From an optimization exercise on the open Yosys and OpenROAD flow, aimed at small area and a short achievable clock period; shortcuts taken in it are not production practice. The RTL was checked by simulation tests, not by an equivalence proof against the original design. Power figures rest on the tool's default switching activity, not on a simulated workload.

===== run.sh =====
#!/bin/bash
# synth_recipe.tcl (not shown) runs the flow's synth.tcl, then flattens the netlist and writes it again
# the make line also repeats each setting of config.mk as NAME=value (left out here)
make -C /OpenROAD-flow-scripts/flow DESIGN_CONFIG=/design/flow/config.mk WORK_HOME=/design/flow/orfs CLKGATE_MAP_FILE= SYNTH_SCRIPT=/design/flow/synth_recipe.tcl finish

===== config.mk =====
export PLATFORM = sky130hd
export DESIGN_NAME = riscv_core
export DESIGN_NICKNAME = riscv_core
export VERILOG_FILES = /design/flow/design.v
export SDC_FILE = /design/flow/constraint.sdc
export NUM_CORES = 4
export LEC_CHECK = 0
export CAP_MARGIN = 20
export CORE_MARGIN = 2
export CORE_UTILIZATION = 35
export GPL_ROUTABILITY_DRIVEN = 1
export PLACE_DENSITY = 0.45
export SLEW_MARGIN = 20

===== constraint.sdc =====
create_clock -name core_clock -period 13.0 [get_ports {clk}]
set_input_delay 2.6000 -clock core_clock [delete_from_list [all_inputs] [get_ports {clk}]]
set_output_delay 2.6000 -clock core_clock [all_outputs]
set_load 0.01 [all_outputs]

===== design.v =====
`timescale 1ns / 1ps
module riscv_core(clk,restart,imem_addr,imem_rdata,dmem_addr,dmem_wdata,dmem_we,dmem_rdata);
input clk,restart;
output [31:0]imem_addr;
input  [31:0]imem_rdata;
output [31:0]dmem_addr;
output [31:0]dmem_wdata;
output dmem_we;
input  [31:0]dmem_rdata;
wire CLK=clk, RESTART=restart;
wire [31:0]INSTR,DATA_OUT,RD1,RD2,IMM_i,IMM_u,IMM_s,IMM_b,IMM_j,SHMT_i,WR_DATA;
wire [31:0]RESULT,JLR,A,B,PC_plus_4,PC_plus_IMM_u,REG_INPUT;
wire [3:0]ALUop;
wire [2:0]CTRL;
wire [1:0]CTR,SEL,X,ALU_src,MEM_ALU;
wire FLAG,MEM_EN,WR_RD,REG_WR,REG_RD,PC_R,ALU_DT;
wire  BT,PC_SRC,JT;
wire  [31:0]PC_OUT,PC_ADD;
assign      PC_ADD=RESTART?32'b0:PC_OUT;
PC_GEN      M1(PC_OUT,CLK,RESTART,IMM_j,IMM_b,PC_SRC,JLR,JT,BT);
memory      M2(PC_ADD,RD2,RESULT,PC_R,CLK,RESTART,MEM_EN,WR_RD,INSTR,DATA_OUT,
               imem_rdata,dmem_addr,dmem_wdata,dmem_we,dmem_rdata);
assign      imem_addr=PC_ADD;
assign      WR_DATA=ALU_DT?DATA_OUT:REG_INPUT;
reg_file    M4(INSTR,WR_DATA,REG_WR,REG_RD,CLK,RESTART,RD1,RD2);
assign      A=RD1;
assign      B=ALU_src[1]?(ALU_src[0]?SHMT_i:IMM_s):(ALU_src[0]?IMM_i:RD2);
ALU         M7(A,B,CLK,RESTART,CTRL,FLAG,SEL,X,CTR,BT,JLR,RESULT);
addition    M8(PC_OUT,32'd1,PC_plus_4);
addition    M9(PC_OUT,IMM_u,PC_plus_IMM_u);
assign      REG_INPUT=MEM_ALU[1]?(MEM_ALU[0]?RESULT:IMM_u):(MEM_ALU[0]?PC_plus_IMM_u:PC_plus_4);
CONTROLLER  M3(INSTR,CLK,RESTART,ALUop,PC_SRC,JT,REG_RD,REG_WR,WR_RD,MEM_EN,PC_R,ALU_DT,MEM_ALU,ALU_src);
ALU_ctrl    M5(ALUop,CLK,RESTART,CTRL,FLAG,CTR,SEL,X);
imm_gen     M6(INSTR,CLK,RESTART,IMM_i,IMM_u,IMM_s,IMM_b,IMM_j,SHMT_i);
endmodule
module CONTROLLER(instr,clock,rst,ALUop,PC_src,JT,reg_rd,reg_wr,wr_rd,mem_en,pc_r,alu_dt,mem_alu,alu_src);
input [31:0]instr;
input clock,rst;
output reg [3:0]ALUop;
output reg [1:0]mem_alu;
output reg [1:0]alu_src;
output reg mem_en,wr_rd,pc_r,reg_wr,reg_rd,alu_dt,PC_src,JT;
always@(posedge clock)
begin
if(rst) begin ALUop<=4'd0;PC_src<=1'b0;JT<=1'b0;reg_rd<=1'b0;reg_wr<=1'b0;wr_rd<=1'b0;pc_r<=1'b0;mem_alu<=2'd0;alu_src<=2'd0;alu_dt<=1'b0;mem_en<=1'b1; end
else begin
mem_en<=1'b1;
case(instr[6:0])
7'b0110011:begin  
           case({instr[30],instr[14:12]})
           4'b0000: begin ALUop<=4'd1;PC_src<=1'b0;JT<=1'b0;reg_rd<=1'b1;reg_wr<=1'b1;wr_rd<=1'b0;pc_r<=1'b0;mem_alu<=2'd3;alu_src<=2'd0;alu_dt<=1'b0; end   
           4'b1000: begin ALUop<=4'd2;PC_src<=1'b0;JT<=1'b0;reg_rd<=1'b1;reg_wr<=1'b1;wr_rd<=1'b0;pc_r<=1'b0;mem_alu<=2'd3;alu_src<=2'd0;alu_dt<=1'b0; end   
           4'b0001: begin ALUop<=4'd6;PC_src<=1'b0;JT<=1'b0;reg_rd<=1'b1;reg_wr<=1'b1;wr_rd<=1'b0;pc_r<=1'b0;mem_alu<=2'd3;alu_src<=2'd0;alu_dt<=1'b0; end   
           4'b0010: begin ALUop<=4'd9;PC_src<=1'b0;JT<=1'b0;reg_rd<=1'b1;reg_wr<=1'b1;wr_rd<=1'b0;pc_r<=1'b0;mem_alu<=2'd3;alu_src<=2'd0;alu_dt<=1'b0; end   
           4'b0100: begin ALUop<=4'd5;PC_src<=1'b0;JT<=1'b0;reg_rd<=1'b1;reg_wr<=1'b1;wr_rd<=1'b0;pc_r<=1'b0;mem_alu<=2'd3;alu_src<=2'd0;alu_dt<=1'b0; end   
           4'b0101: begin ALUop<=4'd7;PC_src<=1'b0;JT<=1'b0;reg_rd<=1'b1;reg_wr<=1'b1;wr_rd<=1'b0;pc_r<=1'b0;mem_alu<=2'd3;alu_src<=2'd0;alu_dt<=1'b0; end   
           4'b1101: begin ALUop<=4'd8;PC_src<=1'b0;JT<=1'b0;reg_rd<=1'b1;reg_wr<=1'b1;wr_rd<=1'b0;pc_r<=1'b0;mem_alu<=2'd3;alu_src<=2'd0;alu_dt<=1'b0; end   
           4'b0110: begin ALUop<=4'd3;PC_src<=1'b0;JT<=1'b0;reg_rd<=1'b1;reg_wr<=1'b1;wr_rd<=1'b0;pc_r<=1'b0;mem_alu<=2'd3;alu_src<=2'd0;alu_dt<=1'b0; end   
           4'b0111: begin ALUop<=4'd4;PC_src<=1'b0;JT<=1'b0;reg_rd<=1'b1;reg_wr<=1'b1;wr_rd<=1'b0;pc_r<=1'b0;mem_alu<=2'd3;alu_src<=2'd0;alu_dt<=1'b0; end   
           default  : begin ALUop<=4'd0;PC_src<=1'b0;JT<=1'b0;reg_rd<=1'b0;reg_wr<=1'b0;wr_rd<=1'b0;pc_r<=1'b0;mem_alu<=2'd0;alu_src<=2'd0;alu_dt<=1'b0; end
           endcase
           end
7'b0010011:begin  
           case({instr[30],instr[14:12]})
           4'b000: begin ALUop<=4'd1;PC_src<=1'b0;JT<=1'b0;reg_rd<=1'b1;reg_wr<=1'b1;wr_rd<=1'b0;pc_r<=1'b0;mem_alu<=2'd3;alu_src<=2'd1;alu_dt<=1'b0; end   
           4'b010: begin ALUop<=4'd9;PC_src<=1'b0;JT<=1'b0;reg_rd<=1'b1;reg_wr<=1'b1;wr_rd<=1'b0;pc_r<=1'b0;mem_alu<=2'd3;alu_src<=2'd1;alu_dt<=1'b0; end   
           4'b100: begin ALUop<=4'd5;PC_src<=1'b0;JT<=1'b0;reg_rd<=1'b1;reg_wr<=1'b1;wr_rd<=1'b0;pc_r<=1'b0;mem_alu<=2'd3;alu_src<=2'd1;alu_dt<=1'b0; end   
           4'b110: begin ALUop<=4'd3;PC_src<=1'b0;JT<=1'b0;reg_rd<=1'b1;reg_wr<=1'b1;wr_rd<=1'b0;pc_r<=1'b0;mem_alu<=2'd3;alu_src<=2'd1;alu_dt<=1'b0; end   
           4'b111: begin ALUop<=4'd4;PC_src<=1'b0;JT<=1'b0;reg_rd<=1'b1;reg_wr<=1'b1;wr_rd<=1'b0;pc_r<=1'b0;mem_alu<=2'd3;alu_src<=2'd1;alu_dt<=1'b0; end   
           4'b0001: begin ALUop<=4'd6;PC_src<=1'b0;JT<=1'b0;reg_rd<=1'b1;reg_wr<=1'b1;wr_rd<=1'b0;pc_r<=1'b0;mem_alu<=2'd3;alu_src<=2'd1;alu_dt<=1'b0; end    
           4'b0101: begin ALUop<=4'd7;PC_src<=1'b0;JT<=1'b0;reg_rd<=1'b1;reg_wr<=1'b1;wr_rd<=1'b0;pc_r<=1'b0;mem_alu<=2'd3;alu_src<=2'd1;alu_dt<=1'b0; end    
           4'b1101: begin ALUop<=4'd8;PC_src<=1'b0;JT<=1'b0;reg_rd<=1'b1;reg_wr<=1'b1;wr_rd<=1'b0;pc_r<=1'b0;mem_alu<=2'd3;alu_src<=2'd1;alu_dt<=1'b0; end    
           default  : begin ALUop<=4'd0;PC_src<=1'b0;JT<=1'b0;reg_rd<=1'b0;reg_wr<=1'b0;wr_rd<=1'b0;pc_r<=1'b0;mem_alu<=2'd0;alu_src<=2'd0;alu_dt<=1'b0; end
           endcase
           end
7'b0000011:begin  
           if(instr[14:12]==3'b010)
           begin ALUop<=4'd1;PC_src<=1'b0;JT<=1'b0;reg_rd<=1'b1;reg_wr<=1'b1;wr_rd<=1'b0;pc_r<=1'b1;mem_alu<=2'd0;alu_src<=2'd1;alu_dt<=1'b1; end  
           end
7'b1100111:begin  
           if(instr[14:12]==3'b000)
           begin ALUop<=4'd14;PC_src<=1'b0;JT<=1'b1;reg_rd<=1'b1;reg_wr<=1'b1;wr_rd<=1'b0;pc_r<=1'b0;mem_alu<=2'd0;alu_src<=2'd1;alu_dt<=1'b0; end  
           end
7'b0100011:begin  
           if(instr[14:12]==3'b010)
           begin ALUop<=4'd1;PC_src<=1'b0;JT<=1'b0;reg_rd<=1'b1;reg_wr<=1'b0;wr_rd<=1'b1;pc_r<=1'b1;mem_alu<=2'd0;alu_src<=2'd2;alu_dt<=1'b0; end  
           end
7'b1100011:begin  
           case(instr[14:12])
           3'b000: begin ALUop<=4'd10;PC_src<=1'b0;JT<=1'b0;reg_rd<=1'b1;reg_wr<=1'b0;wr_rd<=1'b0;pc_r<=1'b0;mem_alu<=2'd0;alu_src<=2'd0;alu_dt<=1'b0; end  
           3'b001: begin ALUop<=4'd11;PC_src<=1'b0;JT<=1'b0;reg_rd<=1'b1;reg_wr<=1'b0;wr_rd<=1'b0;pc_r<=1'b0;mem_alu<=2'd0;alu_src<=2'd0;alu_dt<=1'b0; end  
           3'b100: begin ALUop<=4'd12;PC_src<=1'b0;JT<=1'b0;reg_rd<=1'b1;reg_wr<=1'b0;wr_rd<=1'b0;pc_r<=1'b0;mem_alu<=2'd0;alu_src<=2'd0;alu_dt<=1'b0; end  
           3'b101: begin ALUop<=4'd13;PC_src<=1'b0;JT<=1'b0;reg_rd<=1'b1;reg_wr<=1'b0;wr_rd<=1'b0;pc_r<=1'b0;mem_alu<=2'd0;alu_src<=2'd0;alu_dt<=1'b0; end  
           default : begin ALUop<=4'd0;PC_src<=1'b0;JT<=1'b0;reg_rd<=1'b0;reg_wr<=1'b0;wr_rd<=1'b0;pc_r<=1'b0;mem_alu<=2'd0;alu_src<=2'd0;alu_dt<=1'b0; end
           endcase
           end
7'b1101111:begin  
           ALUop<=4'd0;PC_src<=1'b1;JT<=1'b0;reg_rd<=1'b0;reg_wr<=1'b1;wr_rd<=1'b0;pc_r<=1'b0;mem_alu<=2'd0;alu_src<=2'd0;alu_dt<=1'b0;    
           end
7'b0110111:begin  
           ALUop<=4'd0;PC_src<=1'b0;JT<=1'b0;reg_rd<=1'b0;reg_wr<=1'b1;wr_rd<=1'b0;pc_r<=1'b0;mem_alu<=2'd2;alu_src<=2'd0;alu_dt<=1'b0;    
           end
7'b0010111:begin  
           ALUop<=4'd1;PC_src<=1'b0;JT<=1'b0;reg_rd<=1'b0;reg_wr<=1'b1;wr_rd<=1'b0;pc_r<=1'b0;mem_alu<=2'd1;alu_src<=2'd0;alu_dt<=1'b0;  
           end
default   :begin ALUop<=4'd0;PC_src<=1'b0;JT<=1'b0;reg_rd<=1'b0;reg_wr<=1'b0;wr_rd<=1'b0;pc_r<=1'b0;mem_alu<=2'd0;alu_src<=2'd0;alu_dt<=1'b0; end
endcase
end
end
endmodule
module ALU_ctrl(ALUop,clk,rst,ctrl,flag,ctr,sel,x);
input [3:0]ALUop;
input clk,rst;
output reg[2:0]ctrl;
output reg[1:0]ctr,sel,x;
output reg flag;
always @(posedge clk)
begin
     if(rst)          begin ctrl<=3'b000; flag<=1'b0; sel<=2'd0;x<=2'd0;ctr<=2'd0;end
else if(ALUop==4'd1)  begin ctrl<=3'b000; flag<=1'b0; sel<=2'd0;x<=2'd0;ctr<=2'd0;end       
else if(ALUop==4'd2)  begin ctrl<=3'b000; flag<=1'b1; sel<=2'd0;x<=2'd0;ctr<=2'd0;end       
else if(ALUop==4'd3)  begin ctrl<=3'b001; sel<=2'd1; flag<=1'b0;x<=2'd0;ctr<=2'd0;end       
else if(ALUop==4'd4)  begin ctrl<=3'b001; sel<=2'd0; flag<=1'b0;x<=2'd0;ctr<=2'd0;end       
else if(ALUop==4'd5)  begin ctrl<=3'b001; sel<=2'd2; flag<=1'b0;x<=2'd0;ctr<=2'd0;end       
else if(ALUop==4'd6)  begin ctrl<=3'b010; x<=2'd0; flag<=1'b0;sel<=2'd0;ctr<=2'd0;end       
else if(ALUop==4'd7)  begin ctrl<=3'b010; x<=2'd1; flag<=1'b0;sel<=2'd0;ctr<=2'd0;end       
else if(ALUop==4'd8)  begin ctrl<=3'b010; x<=2'd2; flag<=1'b0;sel<=2'd0;ctr<=2'd0;end       
else if(ALUop==4'd9)  begin ctrl<=3'b011; flag<=1'b0;sel<=2'd0;x<=2'd0;ctr<=2'd0; end       
else if(ALUop==4'd10) begin ctrl<=3'b100; ctr<=2'd0; flag<=1'b0;sel<=2'd0;x<=2'd0;end       
else if(ALUop==4'd11) begin ctrl<=3'b100; ctr<=2'd1; flag<=1'b0;sel<=2'd0;x<=2'd0;end       
else if(ALUop==4'd12) begin ctrl<=3'b100; ctr<=2'd2; flag<=1'b0;sel<=2'd0;x<=2'd0;end       
else if(ALUop==4'd13) begin ctrl<=3'b100; ctr<=2'd3; flag<=1'b0;sel<=2'd0;x<=2'd0;end       
else if(ALUop==4'd14) begin ctrl<=3'b101; flag<=1'b0; sel<=2'd0;x<=2'd0;ctr<=2'd0;end       
else                  begin ctrl<=3'd0;flag<=1'b0;sel<=2'd0;x<=2'd0;ctr<=2'd0;    end
end
endmodule
module memory(add,data_in,ALU_res,i_r,clk,rst,rd_i,wr_rd,instr,data_out,
              imem_rdata,dmem_addr,dmem_wdata,dmem_we,dmem_rdata);
input [31:0]add,data_in,ALU_res;
input clk,rst,rd_i,wr_rd,i_r;
output reg[31:0]instr;
output [31:0]data_out;
input  [31:0]imem_rdata;
output [31:0]dmem_addr;
output [31:0]dmem_wdata;
output dmem_we;
input  [31:0]dmem_rdata;
wire [31:0]add1;
assign add1=i_r?ALU_res:add;
always@(posedge clk)
begin
if(rst)
instr<=32'd0;
else if(rd_i)
instr<=imem_rdata;
end
assign dmem_addr=add1;
assign dmem_wdata=data_in;
assign dmem_we=wr_rd;
assign data_out=wr_rd?32'b0:dmem_rdata;
endmodule
module reg_file(instr,wr_data,reg_wr,reg_rd,clk,rst,rd1,rd2);
input [31:0]instr,wr_data;
input reg_wr,reg_rd,clk,rst;
output reg[31:0]rd1,rd2;
reg [31:0]R[0:31];
wire [4:0]rs1,rs2,rd;
integer k;
assign rd =instr[11:7];
assign rs1=instr[19:15];
assign rs2=instr[24:20];
always@(negedge clk)
begin
if(rst)
begin
for(k=0;k<32;k=k+1) R[k]<=32'd0;
R[1]<=32'h00000007;
R[2]<=32'h0000000a;
end
else if(reg_wr)
R[rd]<=wr_data;
end
always@(posedge clk)
begin
if(rst)
begin
rd1<=32'd0; rd2<=32'd0;
end
else if(reg_rd)
begin
rd1<=R[rs1];
rd2<=R[rs2];
end
end
endmodule
module PC_GEN(pc_out,clock,i_pc,imm_j,imm_b,pc_src,jlr,jt,bt);
input [31:0]jlr,imm_j,imm_b;
input jt,bt,clock,pc_src,i_pc;
output reg[31:0]pc_out;
wire [31:0]i1,i2,i3,pc,out;
assign i1=bt?imm_b:32'd1;
assign i2=pc_src?imm_j:i1;
assign pc=i_pc?32'b0:pc_out;
addition m1(pc,i2,i3);
assign out=jt?jlr:i3;
always @(posedge clock)
begin
if(i_pc)
pc_out<=32'd0;
else
pc_out<=out;
end
endmodule
module addition(a,b,res);
input [31:0]a,b;
output [31:0]res;
wire c1,c2,c3;
wire [31:16]out1,out2;
wire [32:0]out;
adder A1(1'b0,a[15:0],b[15:0],out[15:0],c1);
adder A2(1'b0,a[31:16],b[31:16],out1[31:16],c2);
adder A3(1'b1,a[31:16],b[31:16],out2[31:16],c3);
assign out[32:16]=c1?{c3,out2[31:16]}:{c2,out1[31:16]};
assign res = out[31:0];
endmodule
module imm_gen(instr,clock,rst,imm_i,imm_u,imm_s,imm_b,imm_j,shmt_i);
input [31:0]instr;
input clock,rst;
output reg[31:0]imm_i,imm_u,imm_s,imm_b,imm_j,shmt_i;
always @(posedge clock)
begin
if(rst) begin imm_i<=32'b0;imm_u<=32'b0;imm_s<=32'b0;imm_b<=32'b0;imm_j<=32'b0;shmt_i<=32'b0;end
else if(instr[6:0]==7'b0000011) imm_i<= {{20{instr[31]}},instr[31:20]};        
else if(instr[6:0]==7'b0010011) begin
            if((instr[14:12]==3'd1)||(instr[14:12]==3'd5))
            shmt_i<= {27'b0,instr[24:20]};        
            else
            imm_i<= {{20{instr[31]}},instr[31:20]};        
            end
else if(instr[6:0]==7'b1100111) imm_i<= {{20{instr[31]}},instr[31:20]};        
else if(instr[6:0]==7'b0100011) imm_s<= {{20{instr[31]}},instr[31:25],instr[11:7]};        
else if(instr[6:0]==7'b1100011) imm_b<= {{18{instr[31]}},instr[31],instr[7],instr[30:25],instr[11:8],1'b0};        
else if(instr[6:0]==7'b1101111) imm_j<= {{11{instr[31]}},instr[31],instr[19:12],instr[21],instr[30:22],1'b0};        
else if(instr[6:0]==7'b0110111) imm_u<= {instr[31:12],12'b0} ;        
else if(instr[6:0]==7'b0010111) imm_u<= {instr[31:12],12'b0} ;        
else begin imm_i<=32'b0;imm_u<=32'b0;imm_s<=32'b0;imm_b<=32'b0;imm_j<=32'b0;shmt_i<=32'b0;end
end
endmodule
module ALU(A,B,clock,rst,ctrl,flag,sel,x,ctr,BT,JLR,result);
input [31:0]A,B;
input [2:0]ctrl;
input [1:0]sel,x,ctr;
input clock,rst,flag;
output reg[31:0]result,JLR;
output reg BT;
wire [32:0]i0;
wire [31:0]i1,i2;
wire i8,i3;
sub_add m1(A,B,flag,i0);           
logical m3(A,B,clock,rst,sel,i1);     
shift   m6(A,B,clock,rst,x,i2);      
comp    m9(A,B,2'd2,clock,rst,i8);     
comp    m10(A,B,ctr,clock,rst,i3);    
always@(posedge clock)
begin
if(rst) begin result <= 32'd0; BT<=1'b0; JLR<=32'b0; end
else
case (ctrl)
3'd0: begin result <= i0[31:0]; BT<=1'b0; JLR<=32'b0; end                            
3'd1: begin result <= i1; BT<=1'b0; JLR<=32'b0; end                                  
3'd2: begin result <= i2; BT<=1'b0; JLR<=32'b0; end                                  
3'd3: begin result <=(i8)?(32'd1):(32'd0); BT<=1'b0; JLR<=32'b0; end                 
3'd4:begin  BT<=i3; JLR<=32'b0; result <= 32'd0; end                                 
3'd5:begin JLR<=i0[31:0]; result <= 32'd0; BT<=1'b0; end                             
default:begin result <= 32'd0; BT<=1'b0; JLR<=32'b0; end
endcase
end
endmodule
module shift(rs,s_value,clk,rst,x,out);
input [31:0]rs,s_value;
input [1:0]x;
input clk,rst;
output reg[31:0]out;
always@(posedge clk)
begin
if(rst) out<=32'd0;
else
case(x)
2'd0:out<=rs<<s_value;
2'd1:out<=rs>>s_value;
2'd2:out<=rs>>>s_value;
default:out<=32'd0;
endcase
end
endmodule
module logical(x,y,clk,rst,sel,out);
input [31:0]x,y;
input [1:0]sel;
input clk,rst;
output reg[31:0]out;
always@(posedge clk)
begin
if(rst) out<=32'd0;
else
case (sel)
2'd0: out<=(x&y);
2'd1: out<=(x|y);
2'd2: out<=(x^y);
default: out<=32'b0;
endcase
end
endmodule
module comp(x,y,ctrl,clk,rst,bt);
input [31:0]x,y;
input clk,rst;
input [1:0]ctrl;
output reg bt;
wire [32:0]tempo;
sub_add m1(x,y,1'b1,tempo);
always@ (posedge clk)
begin
if(rst) bt<=1'b0;
else
case(ctrl)
2'd0: bt<=(x==y)?1'b1:1'b0;
2'd1: bt<=(x!=y)?1'b1:1'b0;
2'd2: bt<=(tempo[32]==1'b1)?1'b1:1'b0;
2'd3: bt<=(tempo[32]==1'b0)?1'b1:1'b0;
endcase
end
endmodule
module sub_add(a,B,flag,res);
input [31:0]a,B;
input flag;
output [32:0]res;
wire [31:0]b;
wire c1,c2,c3,cin;
wire [31:16]out1,out2;
wire [32:0]out;
assign cin = flag?1'b1:1'b0;
assign b = cin?(~B):B;
adder A1(cin,a[15:0],b[15:0],out[15:0],c1);
adder A2(1'b0,a[31:16],b[31:16],out1[31:16],c2);
adder A3(1'b1,a[31:16],b[31:16],out2[31:16],c3);
assign out[32:16]=c1?{c3,out2[31:16]}:{c2,out1[31:16]};
assign res = {out[31],out[31:0]};
endmodule
module adder(carryin,x,y,s,carryout);
output [15:0]s;
output carryout;
input [15:0]x,y;
input carryin;
 wire [15:1]w;
full_adder fa0(s[0],w[1],x[0],y[0],carryin);
full_adder fa1(s[1],w[2],x[1],y[1],w[1]);
full_adder fa2(s[2],w[3],x[2],y[2],w[2]);
full_adder fa3(s[3],w[4],x[3],y[3],w[3]);
full_adder fa4(s[4],w[5],x[4],y[4],w[4]);
full_adder fa5(s[5],w[6],x[5],y[5],w[5]);
full_adder fa6(s[6],w[7],x[6],y[6],w[6]);
full_adder fa7(s[7],w[8],x[7],y[7],w[7]);
full_adder fa8(s[8],w[9],x[8],y[8],w[8]);
full_adder fa9(s[9],w[10],x[9],y[9],w[9]);
full_adder fa10(s[10],w[11],x[10],y[10],w[10]);
full_adder fa11(s[11],w[12],x[11],y[11],w[11]);
full_adder fa12(s[12],w[13],x[12],y[12],w[12]);
full_adder fa13(s[13],w[14],x[13],y[13],w[13]);
full_adder fa14(s[14],w[15],x[14],y[14],w[14]);
full_adder fa15(s[15],carryout,x[15],y[15],w[15]);
endmodule
module full_adder(sum,cout,a,b,cin);
output sum,cout;
input a,b,cin;
assign sum = a^b^cin;
assign cout = (a&b)|(b&cin)|(a&cin);
endmodule

==> impl_metrics.tcl <==
set metrics [dict create \
    ys_async_sr_fraction 0 \
    maxCapViolCount 0 \
    p_per_area_nw_per_um2 131 \
    gp_congestion 0.905 \
    rsz0062_at_grt "no" \
    drt_wl_total_um 332000 \
    avgRoutedWirePerCell_um 32.5 \
    postCtsHoldBufs 0 \
    maxUsedRoutingLayer "met5" \
    fp.dieH_um 470 \
    yosys-top-cells-count "nor2_1 (1413), edfxtp_1 (1024), mux4_2 (644)" \
    start_util 0.351 \
    ys.flop_type "edfxtp_1" \
    synthesis.nets 6504 \
    first_iter_violations 6518 \
    grt_pass1_vias 60400 \
    rows 171 \
    crit_top_cell "ha_1" \
    hp-class "reg -> reg" \
    netlist-cell-type-count 103 \
    grt_pass1_wl_um 458000 \
    dieWidth_um 470 \
    cts-htree-levels 4 \
    core_sq_um 217000 \
    max_slew.worst_pin.slew_ps 1360 \
    path_cells "ha_1, ha_1, ha_1, ha_1, ha_1, ha_1, ha_1, ha_1, ha_1, ha_1, ha_1, and2_1, ha_1, ha_1, ha_1, buf_4, a211oi_1, a21oi_1, o21ai_0, o21ai_0, nand2_1, buf_4, nor2_1" \
    die_area_sq_um 221000 \
    cp_slowest_cell "buf_4" \
    seqCellArea_sq_um 38200 \
    synth_top_area_share 0.404 \
    cts_setup_buffers 0 \
    crit_path_end_kind "flop" \
    io_pins 163 \
    grt_max_degree 126 \
    cts_inserted_buffers 168 \
    critPathRequiredTime_ps 7010 \
    fill_cells 20700 \
    post-synth-top-area-cell "edfxtp_1" \
    clk_pin_slew_ps 60 \
    slew_viol_final 0 \
    ant_nets 0 \
    ys_seq_area_frac 0.501 \
    synthTopCellsByArea "edfxtp_1 (40%), mux4_2 (19%), dfxtp_1 (9.7%)" \
    wl_met3_um 25300 \
    ir_drop_mv 0.0890 \
    max_slew_margin 0.0944 \
    outcome "finished clean" \
    met2RoutedLength_um 161000 \
    first_pass_iters 7 \
    grtUsageTotal 0.295 \
    dpl.hpwl_um 209000 \
    layout-drive-gt1-share 0.181 \
    cts_tree "done" \
    setup-tns-final_ps 0 \
    holdWs_ps 453 \
    arrival_ps 6140 \
    crit_path_max_fanout 32 \
    slowest_delay_ps 390 \
    hold_violations 0 \
    antenna_found_initial 14 \
    overflow 0 \
    clkLatencyLatePin_ps 860 \
    finClkSkew_ps 66.8 \
    io_buffer_count 162 \
    clk_path_buf_depth 3 \
    yosys_warnings 10 \
    synth_area_per_cell_sq_um 12.2 \
    critPathKind "reg -> reg" \
    setup_viol 0 \
    wl_met1_um 130000 \
    crit_path_start_kind "flop" \
    synth.most_common_cell "nor2_1" \
    cts_resized 0 \
    drc 0 \
    viasPerCell 5.82 \
    vias 59300 \
    leakage_nw 35.0 \
    ys_seq_elements 1394 \
    synth_edf_count 1024 \
    cts.sinks 1394 \
    syn_inst 6227 \
    multiInputGateArea_sq_um 35400 \
    layout.nets 7475 \
    synthesis.area_sq_um 76200 \
    ctsRootBufferMaster "clkbuf_16" \
    syn_to_final_growth_pct 18.8 \
]
-- path summary, 6_finish.rpt --
kind | start | slack, ps | cells after the start | end
min | M6.imm_i[4] | 450 | 2 | M6.imm_i[4]
min reg2reg | M6.imm_i[4] | 450 | 2 | M6.imm_i[4]
max reg2reg | M1.pc_out[0] | 870 | 23 | M4.R[29][20]
max | M1.pc_out[0] | 870 | 23 | M4.R[29][20]
-- stage by stage --
step	cells	total power [mW]	setup WS (ps)	area, sq um	util
finish	10200	11.9	867	90500	0.417
global route	10200	12.4	597	90500	0.417
CTS	10200	12.0	861	90400	0.417
detailed placement	8858	6.51	916	81300	0.375
global placement	8858	6.51	854	81300	0.375
floorplan	6227	6.06	1220	76200	-
-- power breakdown --
part | internal, mW | leakage (nW) | switching, mW | total (mW)
clock network | 3.02 | 8.11 | 2.85 | 5.87
logic | 0.394 | 13.4 | 0.577 | 0.972
registers | 4.91 | 13.6 | 0.113 | 5.02
-- critical path, delay by kind of cell, from the launching register on --
| family | cells | cell delay, ps |
|---|---|---|
| fa+ha+maj | 14 | 3050 |
| compound gates | 4 | 740 |
| buf+inv | 2 | 660 |
| simple gates | 3 | 450 |
| flops | 1 | 330 |
-- cell families (layout without fill, tap and decap cells) --
family,count (synthesis),in the layout,share of synthesized area
muxes,949,949,0.232
DFF,1394,1394,0.501
xor gates and xnor gates,82,82,0.00943
and+or+nand+nor,2125,2125,0.116
other,0,6,0
AOI/OAI and AO/OA,734,734,0.0651
buffers and inverters,732,1840,0.0390
adders and majority gates,211,211,0.0379
-- layout make-up --
type                            instances  share of cell area
Tap cell                             2854              0.0395
Sequential cell                      1394               0.422
Antenna cell                            6            0.000166
Inverter                              125             0.00520
Multi-Input combinational cell       4101               0.391
Timing Repair Buffer                  384              0.0401
Clock buffer                          185              0.0482
Clock inverter                       1146              0.0531
-- routing by layer --
layer,vias up,GRT usage
met5,-,0
met4,4,0.142
met2,2962,0.486
met1,30700,0.364
met3,623,0.0684
li1,25100,-
-- layout by cell type, fill, tap and decap left out, types with 21 or more instances in the layout --
master           instances
xnor2_1                 62
ha_1                   178
nor3_1                 146
clkinvlp_2              38
a211oi_1                91
mux4_2                 644
nor4_1                  23
fa_1                    33
o22a_1                  38
dfxtp_1                351
mux2i_1                263
edfxtp_1              1024
nor2b_1                 55
nor2_1                1412
buf_4                  196
clkdlybuf4s50_1        161
buf_12                  25
a21oi_1                155
mux2_2                  33
nand2b_1                30
nand2_2                 60
inv_1                 1173
clkbuf_16              170
a22oi_1                 84
nand3_1                 35
nand2_1                249
o21ai_0                160
and3_1                  21
-- flip-flops by register name, indices dropped and copies added, names as in the netlist, 2 cells and up, named ones only --
register,count
M2.instr,32
M4.rd1,32
M5.ctrl,3
M7.m3.out,32
M5.x,2
M5.sel,2
M5.ctr,2
M6.imm_s,12
M4.rd2,32
M6.imm_u,20
M6.imm_i,12
M3.mem_alu,2
M7.JLR,32
M7.result,32
M6.imm_b,12
M6.imm_j,19
M1.pc_out,32
M3.ALUop,4
M4.R,1024
M7.m6.out,32
M6.shmt_i,5
